Source: an optimization exercise on an open RTL-to-GDS flow (aim: small area, a short achievable clock period and few clock cycles per item). Production flows keep margins and buffers that such runs may drop. RTL that was checked went through simulation tests only; none was proved equivalent to the original.

==> trial 81 <==
==> flow/design.v (excerpt) <==
module Complex_Multiplier (
	input clk,
	input rst,
	input signed  [7:0] Re_in_1,
	input signed  [7:0] Im_in_1,
	input signed  [7:0] Re_in_2,
	input signed  [7:0] Im_in_2,
	input signed  [1:0] data_valid_in,
	output signed [15:0] Re_out,
	output signed [15:0] Im_out,
	output signed [1:0] data_valid_out
);
clock: 5.0 ns
lec_check: 0
cap_margin: 20
core_margin: 2
core_utilization: 60
cts_buf_list: sky130_fd_sc_hd__clkbuf_4 sky130_fd_sc_hd__clkbuf_8
setup_slack_margin: 1.35
slew_margin: 20
synth_hierarchical: 1
standard.sh (not shown) runs the stock make flow with config.mk's settings and CLKGATE_MAP_FILE= SYNTH_SCRIPT=/design/flow/synth_recipe.tcl, a recipe that flattens the netlist after the stock synthesis.
==> flow/flow/run.sh <==
#!/bin/bash
# The standard ORFS flow (standard.sh) with two changes:
#  - port buffers are sky130_fd_sc_hd__buf_2 cells instead of the default
#    delay buffers;
#  - before floorplanning, combinational cells start at drive strength 1
#    (flow/downsize.tcl); the flow's repair steps upsize where needed.
# Each tool's log stays under orfs/logs/; make's own output goes to run_make.log.
set -euo pipefail
here=$(pwd)
bash standard.sh \
  "BUFFER_PORTS_ARGS=-buffer_cell sky130_fd_sc_hd__buf_2" \
  "PRE_FLOORPLAN_TCL=$here/flow/downsize.tcl" \
  finish > run_make.log 2>&1
==> flow/flow/downsize.tcl <==
# PRE_FLOORPLAN hook: start every combinational cell of the synthesized netlist
# at drive strength 1; the flow's own repair steps upsize cells where timing
# or slew needs it. Flip-flops keep the cell synthesis gave them.
set n_down 0
foreach inst [get_cells *] {
  set ref [get_property $inst ref_name]
  if { [regexp {^(sky130_fd_sc_hd__[a-z0-9]+)_([0-9]+)$} $ref -> base size] } {
    if { $size <= 1 || [string match "*__df*" $base] || [string match "*__conb*" $base] } {
      continue
    }
    set cand [get_lib_cells -quiet */${base}_1]
    if { [llength $cand] > 0 } {
      replace_cell $inst [lindex $cand 0]
      incr n_down
    }
  }
}
puts "downsize.tcl: $n_down cells set to drive strength 1"
==> trial 90 (differences from trial 81) <==
==> flow/flow/run.sh (replaced) <==
#!/bin/bash
# The standard ORFS flow (standard.sh) with these changes:
#  - port buffers are sky130_fd_sc_hd__buf_2 cells instead of the default
#    delay buffers;
#  - before floorplanning, combinational cells start at drive strength 1
#    (flow/downsize.tcl); the flow's repair steps upsize where needed;
#  - extra make variables, one per line, from flow/make_args.txt if present.
# Each tool's log stays under orfs/logs/; make's own output goes to run_make.log.
set -euo pipefail
here=$(pwd)
extra=()
if [[ -f flow/make_args.txt ]]; then
  while IFS= read -r line; do
    [[ -n "$line" ]] && extra+=("$line")
  done < flow/make_args.txt
fi
bash standard.sh \
  "BUFFER_PORTS_ARGS=-buffer_cell sky130_fd_sc_hd__buf_2" \
  "PRE_FLOORPLAN_TCL=$here/flow/downsize.tcl" \
  "${extra[@]}" \
  finish > run_make.log 2>&1
==> flow/flow/make_args.txt (new file) <==
RECOVER_POWER=100
--- a/flow/config.mk
+++ b/flow/config.mk
@@ -11,3 +11,3 @@
 export CTS_BUF_LIST = sky130_fd_sc_hd__clkbuf_4 sky130_fd_sc_hd__clkbuf_8
-export SETUP_SLACK_MARGIN = 1.35
+export SETUP_SLACK_MARGIN = 1.2
 export SLEW_MARGIN = 20
==> results.json <==
{
  "crit_fanout": 12,
  "endpoint_kind": "flip-flop",
  "outcome": "complete, no violations",
  "wl_per_cell_um": 19.73,
  "wl_um": 18370,
  "cts_resized": 6,
  "pre_cts_ws_ns": 0.6444,
  "period_minus_slack_ns": 4.244,
  "timing.final.ws_setup_ns": 0.7555
}
Source of the figures above: trial 90

==> results.json <==
{
  "period_minus_slack_ns": 3.583,
  "wl_per_cell_um": 19.46,
  "cts_resized": 18,
  "wl_um": 18520,
  "endpoint_kind": "output port",
  "pre_cts_ws_ns": 0.4812,
  "outcome": "complete, no violations"
}
Source of the figures above: trial 81

No run of this note included a check of the RTL's function; only the layout flow was run.

==> inputs of exp/willow <==
Complex_Multiplier, a different RTL version from the one above (not shown whole).
==> flow/config.mk <==
export PLATFORM = sky130hd
export DESIGN_NAME = Complex_Multiplier
export DESIGN_NICKNAME = Complex_Multiplier
export VERILOG_FILES = /design/flow/design.v
export SDC_FILE = /design/flow/constraint.sdc
export NUM_CORES = 4
export LEC_CHECK = 0
export CAP_MARGIN = 20
export CORE_MARGIN = 2
export CORE_UTILIZATION = 60
export CTS_BUF_LIST = sky130_fd_sc_hd__clkbuf_4 sky130_fd_sc_hd__clkbuf_8
export SETUP_SLACK_MARGIN = 1.2
export SLEW_MARGIN = 20
export SYNTH_HIERARCHICAL = 1
==> flow/constraint.sdc <==
create_clock -name core_clock -period 5.0 [get_ports {clk}]
set_input_delay 1.0000 -clock core_clock [delete_from_list [all_inputs] [get_ports {clk}]]
set_output_delay 1.0000 -clock core_clock [all_outputs]
set_load 0.01 [all_outputs]
==> flow/flow/run.sh <==
#!/bin/bash
# The standard ORFS flow (standard.sh) with two changes:
#  - port buffers are sky130_fd_sc_hd__buf_2 cells instead of the default
#    delay buffers;
#  - before floorplanning, combinational cells start at drive strength 1
#    (flow/downsize.tcl); the flow's repair steps upsize where needed.
# Each tool's log stays under orfs/logs/; make's own output goes to run_make.log.
set -euo pipefail
here=$(pwd)
bash standard.sh \
  "BUFFER_PORTS_ARGS=-buffer_cell sky130_fd_sc_hd__buf_2" \
  "PRE_FLOORPLAN_TCL=$here/flow/downsize.tcl" \
  finish > run_make.log 2>&1
Scripts as last shown in full above: flow/flow/downsize.tcl
==> exp/pepper (differences from exp/willow) <==
- CTS_CLUSTER_DIAMETER: not set -> 80
- CTS_CLUSTER_SIZE: not set -> 30
==> notes.md <==
In via count, exp/pepper and exp/willow do not differ.
In first-iteration DRC count, exp/willow and exp/pepper do not differ.
Routed wire length is the same in exp/pepper and exp/willow.
Function was not checked in any run of this note: the RTL went through the layout flow alone.

==> build 63: inputs <==
Another version of the RTL of Complex_Multiplier (not shown whole).
clock: 5.0 ns
lec_check: 0
cap_margin: 20
core_margin: 2
core_utilization: 40
cts_buf_list: sky130_fd_sc_hd__clkbuf_4 sky130_fd_sc_hd__clkbuf_8
setup_slack_margin: 1.6
slew_margin: 20
synth_hierarchical: 1
Scripts as last shown in full above: flow/flow/run.sh, flow/flow/downsize.tcl
==> build 55 (differences from build 63) <==
--- a/flow/config.mk
+++ b/flow/config.mk
@@ -9,6 +9,6 @@
 export CORE_MARGIN = 2
 export CORE_UTILIZATION = 40
 export CTS_BUF_LIST = sky130_fd_sc_hd__clkbuf_4 sky130_fd_sc_hd__clkbuf_8
-export SETUP_SLACK_MARGIN = 1.6
+export SETUP_SLACK_MARGIN = 1.2
 export SLEW_MARGIN = 20
 export SYNTH_HIERARCHICAL = 1
==> build 65 (differences from build 63) <==
--- a/flow/config.mk
+++ b/flow/config.mk
@@ -8,7 +8,5 @@
 export CAP_MARGIN = 20
 export CORE_MARGIN = 2
 export CORE_UTILIZATION = 40
-export CTS_BUF_LIST = sky130_fd_sc_hd__clkbuf_4 sky130_fd_sc_hd__clkbuf_8
-export SETUP_SLACK_MARGIN = 1.6
 export SLEW_MARGIN = 20
 export SYNTH_HIERARCHICAL = 1
==> results.py <==
metrics = {
    "status": {
        "status": "complete, no violations",
    },
    "critical_path": {
        "worst_path_max_delay_cell": "fa_1",
        "path_cells": "buf_2 -> nand2b_1 -> o21ai_4 -> buf_4 -> a22oi_2 -> xnor2_1 -> fa_1 -> fa_1 -> fa_1 -> fa_1",
        "cp.arrival_ps": 3980,
    },
    "timing": {
        "worst_slack_ps": 1260,
        "fin_crit_sh_pct": 74.7,
    },
    "final_layout": {
        "drive_above_1_share_pct": 16.9,
        "num-nonclk-buffers": 100,
    },
    "route": {
        "met3_length_um": 1480,
        "wl_per_cell_um": 17.4,
        "first_iter_violations": 554,
        "wl_met2_um": 8390,
    },
    "clock_tree": {
        "post-cts-setup-buffers": 0,
    },
    "grt": {
        "grt_use_met1_pct": 27.6,
    },
}
# the run above: build 55

==> results.py <==
metrics = {
    "route": {
        "first_iter_violations": 431,
        "met3_length_um": 1450,
        "wl_met2_um": 9200,
        "wl_per_cell_um": 18.1,
    },
    "critical_path": {
        "worst_path_max_delay_cell": "fa_1",
        "cp.arrival_ps": 3710,
    },
    "final_layout": {
        "drive_above_1_share_pct": 32.0,
        "num-nonclk-buffers": 132,
    },
    "placement": {
        "place_congestion": 0.819,
    },
    "clock_tree": {
        "post-cts-setup-buffers": 42,
    },
    "floorplanning": {
        "die_y_um": 142,
    },
    "status": {
        "status": "complete, no violations",
    },
    "timing": {
        "fin_crit_sh_pct": 69.2,
        "drv_slew": 0,
        "worst_slack_ps": 1540,
    },
    "grt": {
        "grt_use_met1_pct": 29.5,
    },
}
# the run above: build 63

==> results.py <==
metrics = {
    "status": {
        "status": "complete, no violations",
    },
    "route": {
        "first_iter_violations": 485,
        "wl_met2_um": 7820,
        "wl_per_cell_um": 17.0,
    },
    "clock_tree": {
        "post-cts-setup-buffers": 0,
    },
    "critical_path": {
        "cp-endpoint": "im_q1_8",
        "cp.arrival_ps": 4390,
        "worst_path_max_delay_cell": "o21ai_0",
        "path_cells": "buf_2 -> nand2b_1 -> o21ai_0 -> buf_4 -> a22oi_1 -> xnor2_1 -> fa_1 -> fa_1 -> fa_1 -> fa_1",
        "required_ps": 5220,
    },
    "timing": {
        "timing.hold.ws_ps": 805,
        "fin_crit_sh_pct": 83.4,
        "worst_slack_ps": 828,
    },
    "final_layout": {
        "drive_above_1_share_pct": 12.7,
    },
    "floorplanning": {
        "placementRows": 50,
    },
    "grt": {
        "grt_use_met1_pct": 27.6,
    },
}
# the run above: build 65

Testbench counts of build 63, summed over its fixed seeds: cycles 2,400, items 2,400.
Testbench counts of build 55, summed over its fixed seeds: cycles 2,400, items 2,400.
Testbench counts of build 65, summed over its fixed seeds: cycles 2,400, items 2,400.

==> 05-22: inputs <==
==> flow/design.v <==
module Complex_Multiplier (
	input clk,
	input rst,
	input signed  [7:0] Re_in_1,
	input signed  [7:0] Im_in_1,
	input signed  [7:0] Re_in_2,
	input signed  [7:0] Im_in_2,
	input signed  [1:0] data_valid_in,
	output signed [15:0] Re_out,
	output signed [15:0] Im_out,
	output signed [1:0] data_valid_out
);
reg signed [7:0] a, b, c, d;
reg        vld_q;
always @(posedge clk) begin
	a <= Re_in_1;
	b <= Im_in_1;
	c <= Re_in_2;
	d <= Im_in_2;
	vld_q <= ~rst & (|data_valid_in);
end
assign Re_out = a * c - b * d;
assign Im_out = b * c + a * d;
assign data_valid_out = {1'b0, vld_q};
endmodule
==> flow/run.sh <==
#!/bin/bash
# synth_recipe.tcl (not shown) runs the flow's synth.tcl, then flattens the netlist and writes it again
# the make line also repeats each setting of config.mk as NAME=value (left out here)
make -C /OpenROAD-flow-scripts/flow DESIGN_CONFIG=/design/flow/config.mk WORK_HOME=/design/flow/orfs CLKGATE_MAP_FILE= SYNTH_SCRIPT=/design/flow/synth_recipe.tcl finish
==> flow/config.mk <==
export PLATFORM = sky130hd
export DESIGN_NAME = Complex_Multiplier
export DESIGN_NICKNAME = Complex_Multiplier
export VERILOG_FILES = /design/flow/design.v
export SDC_FILE = /design/flow/constraint.sdc
export NUM_CORES = 4
export LEC_CHECK = 0
export CAP_MARGIN = 20
export CORE_MARGIN = 2
export CORE_UTILIZATION = 40
export SLEW_MARGIN = 20
==> flow/constraint.sdc <==
create_clock -name core_clock -period 5.0 [get_ports {clk}]
set_input_delay 1.0000 -clock core_clock [delete_from_list [all_inputs] [get_ports {clk}]]
set_output_delay 1.0000 -clock core_clock [all_outputs]
set_load 0.01 [all_outputs]
==> inputs of 12-14, as changes to 05-22 <==
--- a/flow/design.v
+++ b/flow/design.v
@@ -12,13 +12,14 @@
 );
-reg signed [7:0] a, b, c, d;
+reg [15:0] re_q;
+reg [15:0] im_q;
 reg        vld_q;
+wire signed [15:0] re_d = Re_in_1 * Re_in_2 - Im_in_1 * Im_in_2;
+wire signed [15:0] im_d = Im_in_1 * Re_in_2 + Re_in_1 * Im_in_2;
 always @(posedge clk) begin
-	a <= Re_in_1;
-	b <= Im_in_1;
-	c <= Re_in_2;
-	d <= Im_in_2;
+	re_q  <= re_d;
+	im_q  <= im_d;
 	vld_q <= ~rst & (|data_valid_in);
 end
-assign Re_out = a * c - b * d;
-assign Im_out = b * c + a * d;
+assign Re_out = re_q;
+assign Im_out = im_q;
 assign data_valid_out = {1'b0, vld_q};
==> impl_metrics.toml <==
[run_status]
status = "complete, but fails checks"
so_faults = "negative setup slack"

[timing]
layout_setup_ws_ns = -1.53
setup_violations = 25
finalSetupTns_ns = -24.24

[grt]
grt_pass1_vias = 8935

[cts]
ctsResizeCount = 253

[routing]
dr_wl_met3_um = 880

[worst_setup_path]
slowest_delay_ns = 0.54
(the above is from 05-22)
==> impl_metrics.toml <==
[run_status]
status = "complete, but fails checks"
so_faults = "negative setup slack"

[grt]
grt_util_met3_pct = 2.95
grt_pass1_vias = 9178

[routing]
dr_wl_met3_mm = 1.45

[cts]
ctsResizeCount = 188

[timing]
layout_setup_ws_ns = -0.730
setup_violations = 17

[place]
placed_cells = 1693
(the above is from 12-14)
No run of this note included a check of the RTL's function; only the layout flow was run.

==> inputs of onyx <==
Complex_Multiplier, a different RTL version from the one above (not shown whole).
==> module cm_bencp, before the edit <==
module cm_bencp (input y1, input y0, input ym, output one, output two, output nz, output ne);
  assign one = y0 ^ ym;
  assign two = (y1 & ~y0 & ~ym) | (~y1 & y0 & ym);
  assign nz = ~(y1 & y0 & ym) & (y1 | y0 | ym);
  assign ne = y1 & ~(y0 & ym);
endmodule
==> module cm_bencm, before the edit <==
module cm_bencm (input y1, input y0, input ym, output one, output two, output nz, output ne);
  assign one = y0 ^ ym;
  assign two = (y1 & ~y0 & ~ym) | (~y1 & y0 & ym);
  assign nz = ~(y1 & y0 & ym) & (y1 | y0 | ym);
  assign ne = ~y1 & (y0 | ym);
endmodule
==> module cm_benc0p, before the edit <==
module cm_benc0p (input y1, input y0, output one, output two, output nz, output ne);
  assign one = y0;
  assign two = y1 & ~y0;
  assign nz = y1 | y0;
  assign ne = y1;
endmodule
==> module cm_benc0m, before the edit <==
module cm_benc0m (input y1, input y0, output one, output two, output nz, output ne);
  assign one = y0;
  assign two = y1 & ~y0;
  assign nz = y1 | y0;
  assign ne = ~y1 & y0;
endmodule
==> module cm_bsel1n, before the edit <==
module cm_bsel1n (input e, input x, input n, output p);
  assign p = ~((e & x) ^ n);
endmodule
==> module cm_ao21, before the edit <==
module cm_ao21 (input a, input b, input c, output y);
  assign y = (a & b) | c;
endmodule
==> module cm_and2, before the edit <==
module cm_and2 (input a, input b, output y);
  assign y = a & b;
endmodule
==> module cm_xor2, before the edit <==
module cm_xor2 (input a, input b, output y);
  assign y = a ^ b;
endmodule
clock: 5.0 ns
lec_check: 0
cap_margin: 20
core_margin: 2
core_utilization: 60
cts_buf_list: sky130_fd_sc_hd__clkbuf_4 sky130_fd_sc_hd__clkbuf_8
gpl_routability_driven: 0
setup_slack_margin: 1.2
slew_margin: 20
synth_hierarchical: 1
==> flow/flow/run.sh <==
#!/bin/bash
# The standard ORFS flow (standard.sh) with these changes:
#  - port buffers are sky130_fd_sc_hd__buf_2 cells instead of the default
#    delay buffers;
#  - before floorplanning, combinational cells start at drive strength 1
#    (flow/downsize.tcl); the flow's repair steps upsize where needed;
#  - extra make variables, one per line, from flow/make_args.txt if present.
# Each tool's log stays under orfs/logs/; make's own output goes to run_make.log.
set -euo pipefail
here=$(pwd)
extra=()
if [[ -f flow/make_args.txt ]]; then
  while IFS= read -r line; do
    [[ -n "$line" ]] && extra+=("$line")
  done < flow/make_args.txt
fi
bash standard.sh \
  "BUFFER_PORTS_ARGS=-buffer_cell sky130_fd_sc_hd__buf_2" \
  "PRE_FLOORPLAN_TCL=$here/flow/downsize.tcl" \
  "${extra[@]}" \
  finish > run_make.log 2>&1
Scripts as last shown in full above: flow/flow/downsize.tcl
==> harbor (differences from onyx) <==
--- a/flow/design.v
+++ b/flow/design.v
@@ -452,29 +452,2 @@
 endmodule
-module cm_bencp (input y1, input y0, input ym, output one, output two, output nz, output ne);
-  assign one = y0 ^ ym;
-  assign two = (y1 & ~y0 & ~ym) | (~y1 & y0 & ym);
-  assign nz = ~(y1 & y0 & ym) & (y1 | y0 | ym);
-  assign ne = y1 & ~(y0 & ym);
-endmodule
-module cm_bencm (input y1, input y0, input ym, output one, output two, output nz, output ne);
-  assign one = y0 ^ ym;
-  assign two = (y1 & ~y0 & ~ym) | (~y1 & y0 & ym);
-  assign nz = ~(y1 & y0 & ym) & (y1 | y0 | ym);
-  assign ne = ~y1 & (y0 | ym);
-endmodule
-module cm_benc0p (input y1, input y0, output one, output two, output nz, output ne);
-  assign one = y0;
-  assign two = y1 & ~y0;
-  assign nz = y1 | y0;
-  assign ne = y1;
-endmodule
-module cm_benc0m (input y1, input y0, output one, output two, output nz, output ne);
-  assign one = y0;
-  assign two = y1 & ~y0;
-  assign nz = y1 | y0;
-  assign ne = ~y1 & y0;
-endmodule
-module cm_bsel1n (input e, input x, input n, output p);
-  assign p = ~((e & x) ^ n);
-endmodule
 module cm_benc0 (input y1, input y0, output one, output two, output nz);
==> flow/flow/run.sh (replaced) <==
#!/bin/bash
# The standard ORFS flow (standard.sh) with two changes:
#  - port buffers are sky130_fd_sc_hd__buf_2 cells instead of the default
#    delay buffers;
#  - before floorplanning, combinational cells start at drive strength 1
#    (flow/downsize.tcl); the flow's repair steps upsize where needed.
# Each tool's log stays under orfs/logs/; make's own output goes to run_make.log.
set -euo pipefail
here=$(pwd)
bash standard.sh \
  "BUFFER_PORTS_ARGS=-buffer_cell sky130_fd_sc_hd__buf_2" \
  "PRE_FLOORPLAN_TCL=$here/flow/downsize.tcl" \
  finish > run_make.log 2>&1
--- a/flow/config.mk
+++ b/flow/config.mk
@@ -9,5 +9,4 @@
 export CORE_MARGIN = 2
-export CORE_UTILIZATION = 60
+export CORE_UTILIZATION = 75
 export CTS_BUF_LIST = sky130_fd_sc_hd__clkbuf_4 sky130_fd_sc_hd__clkbuf_8
-export GPL_ROUTABILITY_DRIVEN = 0
 export SETUP_SLACK_MARGIN = 1.2
==> xenon (differences from onyx) <==
--- a/flow/design.v
+++ b/flow/design.v
@@ -452,29 +452,2 @@
 endmodule
-module cm_bencp (input y1, input y0, input ym, output one, output two, output nz, output ne);
-  assign one = y0 ^ ym;
-  assign two = (y1 & ~y0 & ~ym) | (~y1 & y0 & ym);
-  assign nz = ~(y1 & y0 & ym) & (y1 | y0 | ym);
-  assign ne = y1 & ~(y0 & ym);
-endmodule
-module cm_bencm (input y1, input y0, input ym, output one, output two, output nz, output ne);
-  assign one = y0 ^ ym;
-  assign two = (y1 & ~y0 & ~ym) | (~y1 & y0 & ym);
-  assign nz = ~(y1 & y0 & ym) & (y1 | y0 | ym);
-  assign ne = ~y1 & (y0 | ym);
-endmodule
-module cm_benc0p (input y1, input y0, output one, output two, output nz, output ne);
-  assign one = y0;
-  assign two = y1 & ~y0;
-  assign nz = y1 | y0;
-  assign ne = y1;
-endmodule
-module cm_benc0m (input y1, input y0, output one, output two, output nz, output ne);
-  assign one = y0;
-  assign two = y1 & ~y0;
-  assign nz = y1 | y0;
-  assign ne = ~y1 & y0;
-endmodule
-module cm_bsel1n (input e, input x, input n, output p);
-  assign p = ~((e & x) ^ n);
-endmodule
 module cm_benc0 (input y1, input y0, output one, output two, output nz);
@@ -484,11 +457,2 @@
 endmodule
-module cm_ao21 (input a, input b, input c, output y);
-  assign y = (a & b) | c;
-endmodule
-module cm_and2 (input a, input b, output y);
-  assign y = a & b;
-endmodule
-module cm_xor2 (input a, input b, output y);
-  assign y = a ^ b;
-endmodule
 module cm_ha (input a, input b, output s, output co);
==> flow/flow/run.sh (replaced) <==
#!/bin/bash
# The standard ORFS flow (standard.sh) with two changes:
#  - port buffers are sky130_fd_sc_hd__buf_2 cells instead of the default
#    delay buffers;
#  - before floorplanning, combinational cells start at drive strength 1
#    (flow/downsize.tcl); the flow's repair steps upsize where needed.
# Each tool's log stays under orfs/logs/; make's own output goes to run_make.log.
set -euo pipefail
here=$(pwd)
bash standard.sh \
  "BUFFER_PORTS_ARGS=-buffer_cell sky130_fd_sc_hd__buf_2" \
  "PRE_FLOORPLAN_TCL=$here/flow/downsize.tcl" \
  finish > run_make.log 2>&1
--- a/flow/config.mk
+++ b/flow/config.mk
@@ -9,5 +9,4 @@
 export CORE_MARGIN = 2
-export CORE_UTILIZATION = 60
+export CORE_UTILIZATION = 40
 export CTS_BUF_LIST = sky130_fd_sc_hd__clkbuf_4 sky130_fd_sc_hd__clkbuf_8
-export GPL_ROUTABILITY_DRIVEN = 0
 export SETUP_SLACK_MARGIN = 1.2
==> summary of the runs <==
xenon finished clean. harbor completed without violations. onyx ran to the end with no violations.
Synthesized cell count is the same in onyx and xenon.
Against xenon, the via count of harbor is larger by 21%.
Between harbor and onyx, the lower first-iteration DRC count is in onyx (gap 99%, measured against onyx).
Of onyx and xenon, onyx has the higher global-route usage (gap 9.5 points).
In onyx the non-clock buffer count is lower than in harbor, by 6.
Critical path depth is the same in onyx and harbor.
Worst setup slack, lowest first: harbor, onyx, xenon.
Design area: harbor > xenon > onyx.
Testbench counts of xenon, summed over its fixed seeds: cycles 2,400, items 2,400.
No functional check of the RTL was part of onyx and harbor.

-- separate check: timing with driven ports --
The flow's constraints put no driver on any port. The routed layouts listed below were extracted and timed again, unchanged, in two steps. Step 1 assumes that a clkbuf_16 drives the clock port and a buf_2 every other input. Step 2 also shifts input and output timing later by t, the mid clock arrival at the registers, as if the neighbouring blocks saw the same clock. a / b / c = ideal / step 1 / step 2; a / b = the first two.
run	shift t [ns]	setup WS [ns]	worst slew at a driven data input, ns
trial 81	0.398	1.417 / 1.381 / 1.011	0.06
trial 90	0.401	0.756 / 0.766 / 0.365	0.05
exp/willow	0.401	1.284 / 1.287 / 0.886	0.04
exp/pepper	0.401	1.284 / 1.287 / 0.886	0.04
build 63	0.406	1.541 / 1.487 / 1.081	0.09
build 55	0.401	1.265 / 1.216 / 0.815	0.11
build 65	0.378	0.828 / 0.842 / 0.464	0.04
05-22	0.326	-1.528 / -1.566 / -1.240	0.04
12-14	0.339	-0.730 / -0.715 / -1.054	0.06
onyx	0.398	1.276 / 1.274 / 0.876	0.05
harbor	0.381	1.102 / 1.056 / 0.676	0.11
xenon	0.394	1.276 / 1.279 / 0.885	0.04
For build 63, which loses most, drivers alone change the setup slack by -0.054 ns; drivers and shift together by -0.460 ns.
